From an optimization exercise on the open Yosys and OpenROAD flow, aimed at small area; shortcuts taken in it are not production practice.
Only simulation tests tie the RTL to the original design; equivalence was not proved.
Power figures rest on the tool's default switching activity, not on a simulated workload.

[design/flow/config.mk]
export PLATFORM = sky130hd
export DESIGN_NAME = video_uut
export DESIGN_NICKNAME = video_uut
export VERILOG_FILES = /design/flow/design.v
export SDC_FILE = /design/flow/constraint.sdc
export NUM_CORES = 4
export LEC_CHECK = 0
export CAP_MARGIN = 20
export CORE_MARGIN = 2
export CORE_UTILIZATION = 40
export SLEW_MARGIN = 20
[design/flow/constraint.sdc]
create_clock -name core_clock -period 13.0 [get_ports {clk_i}]
set_input_delay 2.6000 -clock core_clock [delete_from_list [all_inputs] [get_ports {clk_i}]]
set_output_delay 2.6000 -clock core_clock [all_outputs]
set_load 0.01 [all_outputs]
[design/flow/run.sh]
#!/bin/bash
# synth_recipe.tcl (not shown) runs the flow's synth.tcl, then flattens the netlist and writes it again
# the make line also repeats each setting of config.mk as NAME=value (left out here)
make -C /OpenROAD-flow-scripts/flow DESIGN_CONFIG=/design/flow/config.mk WORK_HOME=/design/flow/orfs CLKGATE_MAP_FILE= SYNTH_SCRIPT=/design/flow/synth_recipe.tcl finish
[design/flow/design.v]
module video_uut (
    input  wire         clk_i           , 
    input  wire         cen_i           , 
    input  wire         rst_i           , 
    input  wire         vid_sel_i       , 
    input  wire [23:0]  vid_rgb_i       , 
    input  wire [1:0]   vh_blank_i      , 
    input  wire [2:0]   dvh_sync_i      , 
    output wire [2:0]   dvh_sync_o      , 
    output wire [23:0]  vid_rgb_o         
); 
reg HD, VD;   
wire HR, HF, VR, VF;   
reg [11:0] HCNT;   
reg [10:0] VCNT;   
assign HR = ~HD && vh_blank_i[0];   
assign HF = HD && ~vh_blank_i[0];   
assign VR = ~VD && vh_blank_i[1];   
assign VF = VD && ~vh_blank_i[1];   
reg [25:0] frame_counter;
localparam NUM_SNOWFLAKES = 12;
localparam SNOWFLAKE_SIZE = 16;   
reg [10:0] snowflake_x [0:NUM_SNOWFLAKES-1];   
reg [10:0] snowflake_y [0:NUM_SNOWFLAKES-1];   
reg [7:0]  snowflake_rot [0:NUM_SNOWFLAKES-1];   
reg [3:0]  snowflake_speed [0:NUM_SNOWFLAKES-1];   
localparam [23:0] COLOR_SNOWFLAKE = 24'hFF_FF_FF;   
localparam [23:0] COLOR_BG_DARK  = 24'h00_00_20;   
localparam [23:0] COLOR_BG       = 24'h00_00_40;   
localparam [23:0] COLOR_MAZE      = 24'h00_40_80;   
localparam [23:0] COLOR_LETTER_R      = 24'h00_00_FF;   
localparam [23:0] COLOR_LETTER_O      = 24'hFF_A5_00;   
localparam [23:0] COLOR_LETTER_S1     = 24'hFF_00_00;   
localparam [23:0] COLOR_LETTER_S2     = 24'h00_FF_00;   
localparam [23:0] COLOR_GHOST_BLUE   = 24'h00_80_FF;   
localparam [23:0] COLOR_GHOST_RED    = 24'hFF_00_00;   
localparam [23:0] COLOR_GHOST_PINK   = 24'hFF_B0_FF;   
localparam [23:0] COLOR_GHOST_GREEN  = 24'h00_FF_00;   
localparam [23:0] COLOR_GHOST_PURPLE = 24'h80_00_FF;   
localparam [23:0] COLOR_PACMAN    = 24'hFF_FF_00;   
reg [10:0] pixel_x, pixel_y;
reg [10:0] box_x, box_y;
reg        box_dir_x, box_dir_y;   
reg [23:0]  vid_rgb_d1;
reg [2:0]   dvh_sync_d1;
function [23:0] draw_snowflake;
    input [10:0] px, py;   
    input [10:0] sx, sy;   
    input [7:0]  rot;      
    reg [10:0] rel_x, rel_y;
    reg [10:0] abs_x, abs_y;
    begin
        if (px >= sx) begin
            rel_x = px - sx;
            abs_x = px - sx;
        end else begin
            rel_x = sx - px;
            abs_x = sx - px;
        end
        if (py >= sy) begin
            rel_y = py - sy;
            abs_y = py - sy;
        end else begin
            rel_y = sy - py;
            abs_y = sy - py;
        end
        if (abs_x > SNOWFLAKE_SIZE/2 || abs_y > SNOWFLAKE_SIZE/2) begin
            draw_snowflake = 24'h0;   
        end else begin
            if (abs_x < 2 && abs_y < 2) begin
                draw_snowflake = COLOR_SNOWFLAKE;
            end
            else if (abs_y < 2 && abs_x < SNOWFLAKE_SIZE/2) begin
                draw_snowflake = COLOR_SNOWFLAKE;
            end
            else if (abs_x < 2 && abs_y < SNOWFLAKE_SIZE/2) begin
                draw_snowflake = COLOR_SNOWFLAKE;
            end
            else if (abs_x == abs_y && abs_x < SNOWFLAKE_SIZE/2) begin
                draw_snowflake = COLOR_SNOWFLAKE;
            end
            else if ((abs_x + abs_y < 3) && (abs_x > 1 || abs_y > 1)) begin
                draw_snowflake = COLOR_SNOWFLAKE;
            end
            else begin
                draw_snowflake = 24'h0;   
            end
        end
    end
endfunction
wire [23:0] snowflake_color [0:NUM_SNOWFLAKES-1];
genvar i;
generate
    for (i = 0; i < NUM_SNOWFLAKES; i = i + 1) begin : gen_snowflakes
        assign snowflake_color[i] = draw_snowflake(HCNT, VCNT, snowflake_x[i], snowflake_y[i], snowflake_rot[i]);
    end
endgenerate
function [23:0] draw_maze;
    input [10:0] px, py;   
    input signed [10:0] offset_y;   
    reg [10:0] center_x, center_y;
    reg [10:0] letter_start_x;
    reg [10:0] letter_width, letter_height;
    reg [10:0] thickness_outer, thickness_inner, thickness_gap;
    reg [10:0] border_thickness;
    reg [10:0] corner_size;
    begin
        center_x = 960;   
        center_y = 540;   
        draw_maze = 24'h0;   
        border_thickness = 15;   
        corner_size = 30;   
        if (py < border_thickness && px >= corner_size && px < 1920 - corner_size) begin
            draw_maze = COLOR_MAZE;
        end
        if (py >= 1080 - border_thickness && px >= corner_size && px < 1920 - corner_size) begin
            draw_maze = COLOR_MAZE;
        end
        if (px < border_thickness && py >= corner_size && py < 1080 - corner_size) begin
            draw_maze = COLOR_MAZE;
        end
        if (px >= 1920 - border_thickness && py >= corner_size && py < 1080 - corner_size) begin
            draw_maze = COLOR_MAZE;
        end
        if (py >= border_thickness + 10 && py < border_thickness + 15 && px >= corner_size + 10 && px < 1920 - corner_size - 10) begin
            draw_maze = COLOR_MAZE;
        end
        if (py >= 1080 - border_thickness - 15 && py < 1080 - border_thickness - 10 && px >= corner_size + 10 && px < 1920 - corner_size - 10) begin
            draw_maze = COLOR_MAZE;
        end
        if (px >= border_thickness + 10 && px < border_thickness + 15 && py >= corner_size + 10 && py < 1080 - corner_size - 10) begin
            draw_maze = COLOR_MAZE;
        end
        if (px >= 1920 - border_thickness - 15 && px < 1920 - border_thickness - 10 && py >= corner_size + 10 && py < 1080 - corner_size - 10) begin
            draw_maze = COLOR_MAZE;
        end
        if ((px < corner_size && py < border_thickness) || (px < border_thickness && py < corner_size)) begin
            draw_maze = COLOR_MAZE;
        end
        if ((px >= border_thickness + 10 && px < corner_size + 10 && py >= border_thickness + 10 && py < border_thickness + 15) ||
            (px >= border_thickness + 10 && px < border_thickness + 15 && py >= border_thickness + 10 && py < corner_size + 10)) begin
            draw_maze = COLOR_MAZE;
        end
        if ((px >= 1920 - corner_size && py < border_thickness) || (px >= 1920 - border_thickness && py < corner_size)) begin
            draw_maze = COLOR_MAZE;
        end
        if ((px >= 1920 - corner_size - 10 && px < 1920 - border_thickness - 10 && py >= border_thickness + 10 && py < border_thickness + 15) ||
            (px >= 1920 - border_thickness - 15 && px < 1920 - border_thickness - 10 && py >= border_thickness + 10 && py < corner_size + 10)) begin
            draw_maze = COLOR_MAZE;
        end
        if ((px < corner_size && py >= 1080 - border_thickness) || (px < border_thickness && py >= 1080 - corner_size)) begin
            draw_maze = COLOR_MAZE;
        end
        if ((px >= border_thickness + 10 && px < corner_size + 10 && py >= 1080 - border_thickness - 15 && py < 1080 - border_thickness - 10) ||
            (px >= border_thickness + 10 && px < border_thickness + 15 && py >= 1080 - corner_size - 10 && py < 1080 - border_thickness - 10)) begin
            draw_maze = COLOR_MAZE;
        end
        if ((px >= 1920 - corner_size && py >= 1080 - border_thickness) || (px >= 1920 - border_thickness && py >= 1080 - corner_size)) begin
            draw_maze = COLOR_MAZE;
        end
        if ((px >= 1920 - corner_size - 10 && px < 1920 - border_thickness - 10 && py >= 1080 - border_thickness - 15 && py < 1080 - border_thickness - 10) ||
            (px >= 1920 - border_thickness - 15 && px < 1920 - border_thickness - 10 && py >= 1080 - corner_size - 10 && py < 1080 - border_thickness - 10)) begin
            draw_maze = COLOR_MAZE;
        end
        letter_start_x = 200;   
        letter_width = 350;   
        letter_height = 450;   
        thickness_outer = 16;   
        thickness_inner = 16;    
        thickness_gap = 20;      
        if (px >= letter_start_x && px < letter_start_x + letter_width && py >= center_y - letter_height/2 && py < center_y + letter_height/2) begin
            if (((px >= letter_start_x && px < letter_start_x + thickness_outer) ||  
                 (px >= letter_start_x + thickness_outer + thickness_gap && px < letter_start_x + thickness_outer + thickness_gap + thickness_inner)) &&
                (py >= center_y - letter_height/2 && py < center_y + letter_height/2)) begin
                draw_maze = COLOR_LETTER_R;
            end
            if (((py >= center_y - letter_height/2 && py < center_y - letter_height/2 + thickness_outer) ||  
                 (py >= center_y - letter_height/2 + thickness_outer + thickness_gap && py < center_y - letter_height/2 + thickness_outer + thickness_gap + thickness_inner)) &&
                (px >= letter_start_x && px < letter_start_x + letter_width)) begin
                draw_maze = COLOR_LETTER_R;
            end
            if (((px >= letter_start_x + letter_width - thickness_outer && px < letter_start_x + letter_width) ||  
                 (px >= letter_start_x + letter_width - thickness_outer - thickness_gap - thickness_inner && px < letter_start_x + letter_width - thickness_outer - thickness_gap)) &&
                (py >= center_y - letter_height/2 + thickness_outer && py < center_y)) begin
                draw_maze = COLOR_LETTER_R;
            end
            if (((py >= center_y && py < center_y + thickness_outer) ||  
                 (py >= center_y + thickness_outer + thickness_gap && py < center_y + thickness_outer + thickness_gap + thickness_inner)) &&
                (px >= letter_start_x && px < letter_start_x + letter_width)) begin
                draw_maze = COLOR_LETTER_R;
            end
            if (((px >= letter_start_x + letter_width - thickness_outer && px < letter_start_x + letter_width) ||  
                 (px >= letter_start_x + letter_width - thickness_outer - thickness_gap - thickness_inner && px < letter_start_x + letter_width - thickness_outer - thickness_gap)) &&
                (py >= center_y + thickness_outer && py < center_y + letter_height/2)) begin
                draw_maze = COLOR_LETTER_R;
            end
        end
        if (px >= letter_start_x + 430 && px < letter_start_x + 430 + letter_width && py >= center_y - letter_height/2 && py < center_y + letter_height/2) begin
            if (((px >= letter_start_x + 430 && px < letter_start_x + 430 + thickness_outer) ||  
                 (px >= letter_start_x + 430 + thickness_outer + thickness_gap && px < letter_start_x + 430 + thickness_outer + thickness_gap + thickness_inner)) &&
                (py >= center_y - letter_height/2 && py < center_y + letter_height/2)) begin
                draw_maze = COLOR_LETTER_O;
            end
            if (((px >= letter_start_x + 430 + letter_width - thickness_outer && px < letter_start_x + 430 + letter_width) ||  
                 (px >= letter_start_x + 430 + letter_width - thickness_outer - thickness_gap - thickness_inner && px < letter_start_x + 430 + letter_width - thickness_outer - thickness_gap)) &&
                (py >= center_y - letter_height/2 && py < center_y + letter_height/2)) begin
                draw_maze = COLOR_LETTER_O;
            end
            if (((py >= center_y - letter_height/2 && py < center_y - letter_height/2 + thickness_outer) ||  
                 (py >= center_y - letter_height/2 + thickness_outer + thickness_gap && py < center_y - letter_height/2 + thickness_outer + thickness_gap + thickness_inner)) &&
                (px >= letter_start_x + 430 + thickness_outer && px < letter_start_x + 430 + letter_width - thickness_outer)) begin
                draw_maze = COLOR_LETTER_O;
            end
            if (((py >= center_y + letter_height/2 - thickness_outer && py < center_y + letter_height/2) ||  
                 (py >= center_y + letter_height/2 - thickness_outer - thickness_gap - thickness_inner && py < center_y + letter_height/2 - thickness_outer - thickness_gap)) &&
                (px >= letter_start_x + 430 + thickness_outer && px < letter_start_x + 430 + letter_width - thickness_outer)) begin
                draw_maze = COLOR_LETTER_O;
            end
        end
        if (px >= letter_start_x + 860 && px < letter_start_x + 860 + letter_width && py >= center_y - letter_height/2 && py < center_y + letter_height/2) begin
            if (((px >= letter_start_x + 860 && px < letter_start_x + 860 + thickness_outer) ||  
                 (px >= letter_start_x + 860 + thickness_outer + thickness_gap && px < letter_start_x + 860 + thickness_outer + thickness_gap + thickness_inner)) &&
                (py >= center_y - letter_height/2 + thickness_outer && py < center_y)) begin
                draw_maze = COLOR_LETTER_S1;
            end
            if (((py >= center_y - letter_height/2 && py < center_y - letter_height/2 + thickness_outer) ||  
                 (py >= center_y - letter_height/2 + thickness_outer + thickness_gap && py < center_y - letter_height/2 + thickness_outer + thickness_gap + thickness_inner)) &&
                (px >= letter_start_x + 860 + thickness_outer && px < letter_start_x + 860 + letter_width - thickness_outer)) begin
                draw_maze = COLOR_LETTER_S1;
            end
            if (((px >= letter_start_x + 860 + letter_width - thickness_outer && px < letter_start_x + 860 + letter_width) ||  
                 (px >= letter_start_x + 860 + letter_width - thickness_outer - thickness_gap - thickness_inner && px < letter_start_x + 860 + letter_width - thickness_outer - thickness_gap)) &&
                (py >= center_y - letter_height/2 + thickness_outer && py < center_y - letter_height/2 + 60)) begin
                draw_maze = COLOR_LETTER_S1;
            end
            if (((py >= center_y && py < center_y + thickness_outer) ||  
                 (py >= center_y + thickness_outer + thickness_gap && py < center_y + thickness_outer + thickness_gap + thickness_inner)) &&
                (px >= letter_start_x + 860 && px < letter_start_x + 860 + letter_width)) begin
                draw_maze = COLOR_LETTER_S1;
            end
            if (((px >= letter_start_x + 860 + letter_width - thickness_outer && px < letter_start_x + 860 + letter_width) ||  
                 (px >= letter_start_x + 860 + letter_width - thickness_outer - thickness_gap - thickness_inner && px < letter_start_x + 860 + letter_width - thickness_outer - thickness_gap)) &&
                (py >= center_y + thickness_outer && py < center_y + letter_height/2)) begin
                draw_maze = COLOR_LETTER_S1;
            end
            if (((py >= center_y + letter_height/2 - thickness_outer && py < center_y + letter_height/2) ||  
                 (py >= center_y + letter_height/2 - thickness_outer - thickness_gap - thickness_inner && py < center_y + letter_height/2 - thickness_outer - thickness_gap)) &&
                (px >= letter_start_x + 860 && px < letter_start_x + 860 + letter_width - thickness_outer)) begin
                draw_maze = COLOR_LETTER_S1;
            end
        end
        if (px >= letter_start_x + 1290 && px < letter_start_x + 1290 + letter_width && py >= center_y - letter_height/2 && py < center_y + letter_height/2) begin
            if (((px >= letter_start_x + 1290 && px < letter_start_x + 1290 + thickness_outer) ||  
                 (px >= letter_start_x + 1290 + thickness_outer + thickness_gap && px < letter_start_x + 1290 + thickness_outer + thickness_gap + thickness_inner)) &&
                (py >= center_y - letter_height/2 + thickness_outer && py < center_y)) begin
                draw_maze = COLOR_LETTER_S2;
            end
            if (((py >= center_y - letter_height/2 && py < center_y - letter_height/2 + thickness_outer) ||  
                 (py >= center_y - letter_height/2 + thickness_outer + thickness_gap && py < center_y - letter_height/2 + thickness_outer + thickness_gap + thickness_inner)) &&
                (px >= letter_start_x + 1290 + thickness_outer && px < letter_start_x + 1290 + letter_width - thickness_outer)) begin
                draw_maze = COLOR_LETTER_S2;
            end
            if (((px >= letter_start_x + 1290 + letter_width - thickness_outer && px < letter_start_x + 1290 + letter_width) ||  
                 (px >= letter_start_x + 1290 + letter_width - thickness_outer - thickness_gap - thickness_inner && px < letter_start_x + 1290 + letter_width - thickness_outer - thickness_gap)) &&
                (py >= center_y - letter_height/2 + thickness_outer && py < center_y - letter_height/2 + 60)) begin
                draw_maze = COLOR_LETTER_S2;
            end
            if (((py >= center_y && py < center_y + thickness_outer) ||  
                 (py >= center_y + thickness_outer + thickness_gap && py < center_y + thickness_outer + thickness_gap + thickness_inner)) &&
                (px >= letter_start_x + 1290 && px < letter_start_x + 1290 + letter_width)) begin
                draw_maze = COLOR_LETTER_S2;
            end
            if (((px >= letter_start_x + 1290 + letter_width - thickness_outer && px < letter_start_x + 1290 + letter_width) ||  
                 (px >= letter_start_x + 1290 + letter_width - thickness_outer - thickness_gap - thickness_inner && px < letter_start_x + 1290 + letter_width - thickness_outer - thickness_gap)) &&
                (py >= center_y + thickness_outer && py < center_y + letter_height/2)) begin
                draw_maze = COLOR_LETTER_S2;
            end
            if (((py >= center_y + letter_height/2 - thickness_outer && py < center_y + letter_height/2) ||  
                 (py >= center_y + letter_height/2 - thickness_outer - thickness_gap - thickness_inner && py < center_y + letter_height/2 - thickness_outer - thickness_gap)) &&
                (px >= letter_start_x + 1290 && px < letter_start_x + 1290 + letter_width - thickness_outer)) begin
                draw_maze = COLOR_LETTER_S2;
            end
        end
    end
endfunction
function [23:0] draw_pacman;
    input [10:0] px, py;   
    input [10:0] pac_x, pac_y;   
    input [7:0]  mouth_angle;   
    reg signed [11:0] rel_x, rel_y;
    reg [10:0] abs_x, abs_y;
    reg [13:0] dist_sq;
    reg signed [11:0] mouth_slope;   
    begin
        rel_x = px - pac_x;
        rel_y = py - pac_y;
        if (rel_x >= 0) begin
            abs_x = rel_x;
        end else begin
            abs_x = -rel_x;
        end
        if (rel_y >= 0) begin
            abs_y = rel_y;
        end else begin
            abs_y = -rel_y;
        end
        dist_sq = rel_x * rel_x + rel_y * rel_y;
        if (dist_sq < 900) begin   
            if (rel_x > 0) begin
                if ((abs_y << 6) < (rel_x * mouth_angle)) begin   
                    draw_pacman = 24'h0;   
                end else begin
                    draw_pacman = COLOR_PACMAN;
                end
            end else begin
                draw_pacman = COLOR_PACMAN;
            end
        end else begin
            draw_pacman = 24'h0;   
        end
    end
endfunction
function [23:0] draw_ghost;
    input [10:0] px, py;   
    input [10:0] gx, gy;   
    input [23:0] ghost_color;   
    reg [10:0] rel_x, rel_y;
    reg [10:0] abs_x, abs_y;
    reg signed [10:0] signed_rel_x, signed_rel_y;
    reg [11:0] dist_sq;
    begin
        if (px >= gx) begin
            rel_x = px - gx;
            abs_x = px - gx;
            signed_rel_x = px - gx;
        end else begin
            rel_x = gx - px;
            abs_x = gx - px;
            signed_rel_x = -(gx - px);
        end
        if (py >= gy) begin
            rel_y = py - gy;
            abs_y = py - gy;
            signed_rel_y = py - gy;
        end else begin
            rel_y = gy - py;
            abs_y = gy - py;
            signed_rel_y = -(gy - py);
        end
        draw_ghost = 24'h0;   
        if (abs_x <= 20 && abs_y <= 25) begin
            if (signed_rel_y < -5) begin
                dist_sq = abs_x * abs_x + (signed_rel_y + 5) * (signed_rel_y + 5);
                if (dist_sq < 400) begin   
                    draw_ghost = ghost_color;
                end
            end
            else if (signed_rel_y >= -5 && signed_rel_y < 20) begin
                if (abs_x <= 20) begin
                    draw_ghost = ghost_color;
                end
            end
            else if (signed_rel_y >= 20 && signed_rel_y <= 25) begin
                if ((signed_rel_x >= -20 && signed_rel_x < -12 && signed_rel_y >= 20 && signed_rel_y < 22) ||
                    (signed_rel_x >= -12 && signed_rel_x < -4 && signed_rel_y >= 20 && signed_rel_y < 24) ||
                    (signed_rel_x >= -4 && signed_rel_x < 4 && signed_rel_y >= 20 && signed_rel_y < 25) ||
                    (signed_rel_x >= 4 && signed_rel_x < 12 && signed_rel_y >= 20 && signed_rel_y < 24) ||
                    (signed_rel_x >= 12 && signed_rel_x < 20 && signed_rel_y >= 20 && signed_rel_y < 22)) begin
                    draw_ghost = ghost_color;
                end
            end
            if (((signed_rel_x >= -12 && signed_rel_x <= -6) && (signed_rel_y >= -10 && signed_rel_y <= -4)) ||
                ((signed_rel_x >= 6 && signed_rel_x <= 12) && (signed_rel_y >= -10 && signed_rel_y <= -4))) begin
                draw_ghost = 24'hFF_FF_FF;   
            end
            if (((signed_rel_x >= -10 && signed_rel_x <= -8) && (signed_rel_y >= -8 && signed_rel_y <= -6)) ||
                ((signed_rel_x >= 8 && signed_rel_x <= 10) && (signed_rel_y >= -8 && signed_rel_y <= -6))) begin
                draw_ghost = 24'h00_00_00;   
            end
        end
    end
endfunction
wire [10:0] ghost_x [0:4];
wire [10:0] ghost_y_static;
wire [23:0] maze_color;
wire [23:0] ghost_color [0:4];
assign ghost_x[0] = 150;    
assign ghost_x[1] = 550;    
assign ghost_x[2] = 960;    
assign ghost_x[3] = 1180;   
assign ghost_x[4] = 1650;   
assign ghost_y_static = 150;   
assign maze_color = draw_maze(HCNT, VCNT, 0);   
assign ghost_color[0] = draw_ghost(HCNT, VCNT, ghost_x[0], ghost_y_static, COLOR_GHOST_PINK);    
assign ghost_color[1] = draw_ghost(HCNT, VCNT, ghost_x[1], ghost_y_static, COLOR_GHOST_RED);     
assign ghost_color[2] = draw_ghost(HCNT, VCNT, ghost_x[2], ghost_y_static, COLOR_GHOST_BLUE);    
assign ghost_color[3] = draw_ghost(HCNT, VCNT, ghost_x[3], ghost_y_static, COLOR_GHOST_GREEN);   
assign ghost_color[4] = draw_ghost(HCNT, VCNT, ghost_x[4], ghost_y_static, COLOR_GHOST_PURPLE);  
wire [10:0] pacman_x_static;
wire [10:0] pacman_y_static;
wire [7:0]  pacman_mouth_static;
wire [23:0] pacman_color_static;
assign pacman_x_static = 960;         
assign pacman_y_static = 250;         
assign pacman_mouth_static = 8'd45;   
assign pacman_color_static = draw_pacman(HCNT, VCNT, pacman_x_static, pacman_y_static, pacman_mouth_static);
function [23:0] draw_dots;
    input [10:0] px, py;   
    input [23:0] maze_pixel;   
    begin
        if (maze_pixel == 24'h0 &&   
            px >= 80 && px < 1840 &&   
            py >= 80 && py < 1000 &&
            (px % 50 >= 22 && px % 50 < 28) &&   
            (py % 50 >= 22 && py % 50 < 28)) begin   
            draw_dots = 24'hFF_FF_FF;   
        end else begin
            draw_dots = 24'h0;   
        end
    end
endfunction
wire [23:0] dot_color;
assign dot_color = draw_dots(HCNT, VCNT, maze_color);
integer j;
always @(posedge clk_i) begin
    if (rst_i) begin
        HD <= 1'b0;
        VD <= 1'b0;
        HCNT <= 12'd0;
        VCNT <= 11'd0;
        frame_counter <= 26'd0;
        for (j = 0; j < NUM_SNOWFLAKES; j = j + 1) begin
            snowflake_x[j] <= (j * 160) % 1920;   
            snowflake_y[j] <= (j * 90) % 1080;    
            snowflake_rot[j] <= j * 21;            
            snowflake_speed[j] <= (j % 8) + 1;     
        end
        vid_rgb_d1 <= 24'h00_00_00;
        dvh_sync_d1 <= 3'b000;
    end else if(cen_i) begin
        HD <= vh_blank_i[0];   
        VD <= vh_blank_i[1];   
        if (HF) begin   
            HCNT <= 12'd0;
        end else if (!vh_blank_i[0]) begin   
            HCNT <= HCNT + 1;
        end
        if (VF) begin   
            VCNT <= 11'd0;
            frame_counter <= frame_counter + 1;
            for (j = 0; j < NUM_SNOWFLAKES; j = j + 1) begin
                if (snowflake_y[j] + snowflake_speed[j] >= 1080) begin
                    snowflake_y[j] <= 11'd0;
                    snowflake_x[j] <= (snowflake_x[j] + 137) % 1920;   
                end else begin
                    snowflake_y[j] <= snowflake_y[j] + snowflake_speed[j];
                end
                snowflake_rot[j] <= snowflake_rot[j] + (j % 4) + 1;   
            end
        end else if (HR) begin   
            VCNT <= VCNT + 1;
        end
        vid_rgb_d1 <= 24'h00_00_00;   
        if (dot_color != 24'h0) begin
            vid_rgb_d1 <= dot_color;
        end
        if (maze_color != 24'h0) begin
            vid_rgb_d1 <= maze_color;
        end
        for (j = 0; j < 5; j = j + 1) begin
            if (ghost_color[j] != 24'h0) begin
                vid_rgb_d1 <= ghost_color[j];
            end
        end
        if (pacman_color_static != 24'h0) begin
            vid_rgb_d1 <= pacman_color_static;
        end
        for (j = 0; j < NUM_SNOWFLAKES; j = j + 1) begin
            if (snowflake_color[j] != 24'h0) begin
                vid_rgb_d1 <= snowflake_color[j];
            end
        end
        dvh_sync_d1 <= dvh_sync_i;
    end
end
assign dvh_sync_o  = dvh_sync_d1;
assign vid_rgb_o   = vid_rgb_d1;
endmodule
==> run notes <==
[registers in the layout (all words and copies together), names as in the netlist]
register / cells
VD: 1
VCNT: 11
vid_rgb_d1: 10
HD: 1
dvh_sync_d1: 3
snowflake_y: 125
snowflake_x: 132
HCNT: 11
[worst paths after layout]
path | startpoint | to | cells past startpoint
setup / recovery | VCNT[1] | vid_rgb_d1[10] | 44
hold / removal | snowflake_x[10][10] | snowflake_x[10][10] | 2
setup reg to reg | VCNT[1] | vid_rgb_d1[10] | 44
hold reg to reg | snowflake_x[10][10] | snowflake_x[10][10] | 2
[where the power goes]
part	internal (uW)	switching, uW	total [uW]
clock	667	486	1150
combinational	5570	6650	12200
sequential	910	25.3	935
total	7150	7160	14300
[Yosys cell counts, types with 25 or more instances]
| cell type | n | area share (%) |
|---|---|---|
| xnor2_1 | 533 | 6.8 |
| o22ai_1 | 59 | 0.54 |
| nand4_1 | 85 | 0.77 |
| mux2_2 | 56 | 0.92 |
| o211ai_1 | 50 | 0.55 |
| fa_1 | 427 | 12 |
| buf_1 | 46 | 0.25 |
| mux2i_1 | 182 | 2.7 |
| nor3_1 | 174 | 1.3 |
| clkbuf_1 | 257 | 1.4 |
| o21a_1 | 44 | 0.48 |
| a221oi_1 | 39 | 0.50 |
| a21boi_0 | 72 | 0.79 |
| dfxtp_1 | 294 | 8.6 |
| xor2_1 | 145 | 1.8 |
| a211oi_1 | 51 | 0.56 |
| o21ai_0 | 576 | 4.2 |
| nand2_1 | 764 | 4.2 |
| or2_2 | 46 | 0.42 |
| or4_1 | 35 | 0.38 |
| or3_1 | 37 | 0.34 |
| o21bai_1 | 112 | 1.2 |
| a311oi_1 | 26 | 0.33 |
| and3_1 | 67 | 0.61 |
| a21oi_1 | 631 | 4.6 |
| and2_1 | 84 | 0.77 |
| o31ai_1 | 68 | 0.74 |
| o221ai_1 | 25 | 0.32 |
| a31oi_1 | 124 | 1.1 |
| nand3_1 | 196 | 1.4 |
| nor4_1 | 100 | 0.91 |
| inv_1 | 1095 | 6.0 |
| nand2b_1 | 74 | 0.67 |
| nor2_1 | 687 | 3.8 |
| a21o_1 | 249 | 2.7 |
| ha_1 | 963 | 18 |
| nor2b_1 | 107 | 0.97 |
[layer usage]
metal	up-vias	global-route usage (%)	wire [um]
met4	8	10.5	10300
met5	-	0	59
met1	31700	34.6	103000
met2	2361	43.1	107000
met3	520	3.99	16900
li1	31300	-	-
[kinds of logic after synthesis]
group	count (synthesis)	synth area share [%]
buffers and inverters	1457	8.14
XOR/XNOR	681	8.72
flip-flops	294	8.57
AND/OR/NAND/NOR	2550	17.8
multiplexers	240	3.61
AO/OA/AOI/OAI	2460	23.2
other	1	0.00546
adder cells (fa/ha/maj)	1392	30.0
[critical path: cells and delay by family (launching register included)]
family	cells	cell delay (ns)
AO/OA/AOI/OAI	11	3.24
XOR/XNOR	4	0.87
adder cells (fa/ha/maj)	12	4.90
buffers and inverters	8	0.73
flip-flops	1	0.36
AND/OR/NAND/NOR	9	1.78
[metrics by stage]
step / std cells / cell area, um^2 / hold slack (ns) / util, % / power (uW)
finish: 11200 / 73000 / 0.470 / 42.6 / 14300
global route: 11200 / 73000 / 0.513 / 42.6 / 16000
CTS: 11200 / 72900 / 0.475 / 42.6 / 14500
detailed placement: 11200 / 71600 / 0.470 / 41.8 / 13300
global placement: 11200 / 71600 / 0.458 / 41.8 / 13000
floorplan: 9080 / 68700 / 0.443 / - / 10500
[repair_timing]
| action | in CTS | in global routing |
|---|---|---|
| endpoints found under the setup margin | 0 | 1 |
| gates resized for setup | 0 | 2 |
| endpoints found under the hold margin | 0 | 0 |
[cell type report]
cell class	count	share of cell area, %
multi-input combinational	7329	78.5
sequential	294	8.15
inverter	1110	5.72
tap	2233	3.83
timing repair buffer	184	2.01
clock buffer	60	1.62
clock inverter	14	0.185
antenna	5	0.0171
==> impl_metrics.toml <==
[status]
status = "finished clean"

[place]
gp_congestion = 0.959
portBuffers = 34
place_hpwl_mm = 181
pre_cts_ws_ns = 0.864

[global_route]
grt_max_degree = 60
grt_antenna_before_repair = 16
grt_pass1_vias = 63400
grt_pass1_wl_mm = 365
grt_util_all_layers_pct = 26.3
grt-ovfl-total = 0

[synthesis]
async_flop_share_pct = 0
synth_area_um2 = 68700
avgSynthCellArea_um2 = 7.57
yosys_warnings = 5
synth-edff-count = 0
yosys_register_bits = 294
netlist_instances = 9075
yosysSeqAreaShare_pct = 8.57
synthFlopType = "dfxtp_1"
ys_types = 128

[routing]
wl_mm = 238
dr.pass1.iters = 5
routedWlPerCell_um = 21.2
drt-initial-drc-count = 5918
drcViolationCount = 0
num_vias = 65900
vias_per_cell = 5.87
detail-route-antenna-nets = 0

[setup_path]
crit_path_frequent_cell = "fa_1"
worstPathMaxFanout = 14
cp.required_ns = 13.45
cp.arrival_ns = 12.53
regToRegSetupSlack_ns = 0.91
endpoint_kind = "flop"
crit_type = "flop to flop"
worstSetupStartpointType = "flop"
max_stage_delay_ns = 0.69
cp_slowest_cell = "o21ai_0"

[clocking]
clk_pin_slew_ns = 0.06
ctsHoldBuffers = 0
cts_root_buffer = "clkbuf_16"
clock-sinks = 294
cts_max_level = 2
postCtsSetupBuffers = 0
worstSkewPairLatency_ns = 0.62
numCtsBuffers = 41
cts_buffer_depth = 3
tritoncts = "yes"

[die]
dieArea_um2 = 175000
fp.dieW_um = 418
initial_core_util_pct = 40.1
core-area_um2 = 171000
die_height_um = 418
pin_count = 60
num_rows = 152

[finish]
layout_commonest_cell = "inv_1"
fillCellCount = 17500
area_delta_synth_final_pct = 6.27
nNetsFinal = 10400
layout-drive-gt1-share_pct = 4.97
seq_area_um2 = 5950
layout_common_cells = "inv_1, ha_1, nand2_1"
multi_input_area_um2 = 57300

[timing]
final-max-slew-violation-count = 0
layout_setup_ws_ns = 0.912
fin_crit_sh_pct = 93.0
worstMarginPinSlew_ns = 1.13
fin_skew_ns = 0.0323
slew_headroom_pct = 24.4
layout_min_cycle_time_ns = 12.09
hold_viol_final = 0
setup_tns_ns = 0
fmax_mhz = 82.7
setup-violations-final = 0
rsz0062_at_grt = "false"

[flow_run]
maxCapViolations = 0

[pwr]
leakage_uw = 0.0331
peakVddDrop_mv = 0.911
pwr_density_cell_nw_per_um2 = 196

[hold_path]
hold_class = "flop to flop"

==> port drivers added, routing unchanged <==
How much do the figures lean on ideal ports? The routed layout below was timed once more, with nothing changed but the port constraints.
Step 1 sets driving cells, clkbuf_16 on the clock port and buf_2 on the other inputs (assumed; they add their load-dependent delay and slew).
Step 2 also shifts input and output timing later by t, the mid clock arrival at the registers, as if the neighbouring blocks saw the same clock.
Three values: ideal ports, drivers, drivers and shift; two values: the first two.
t (ns): 0.691
setup slack, ns: 0.912 / 0.912 / 0.912
hold WS [ns]: 0.470 / 0.470 / 0.470
worst data-port slew with drivers (ns): 0.04
After both steps setup and hold are still met in this run. The setup slack of this run moves by 0.000 ns with the drivers and by 0.000 ns with both steps.
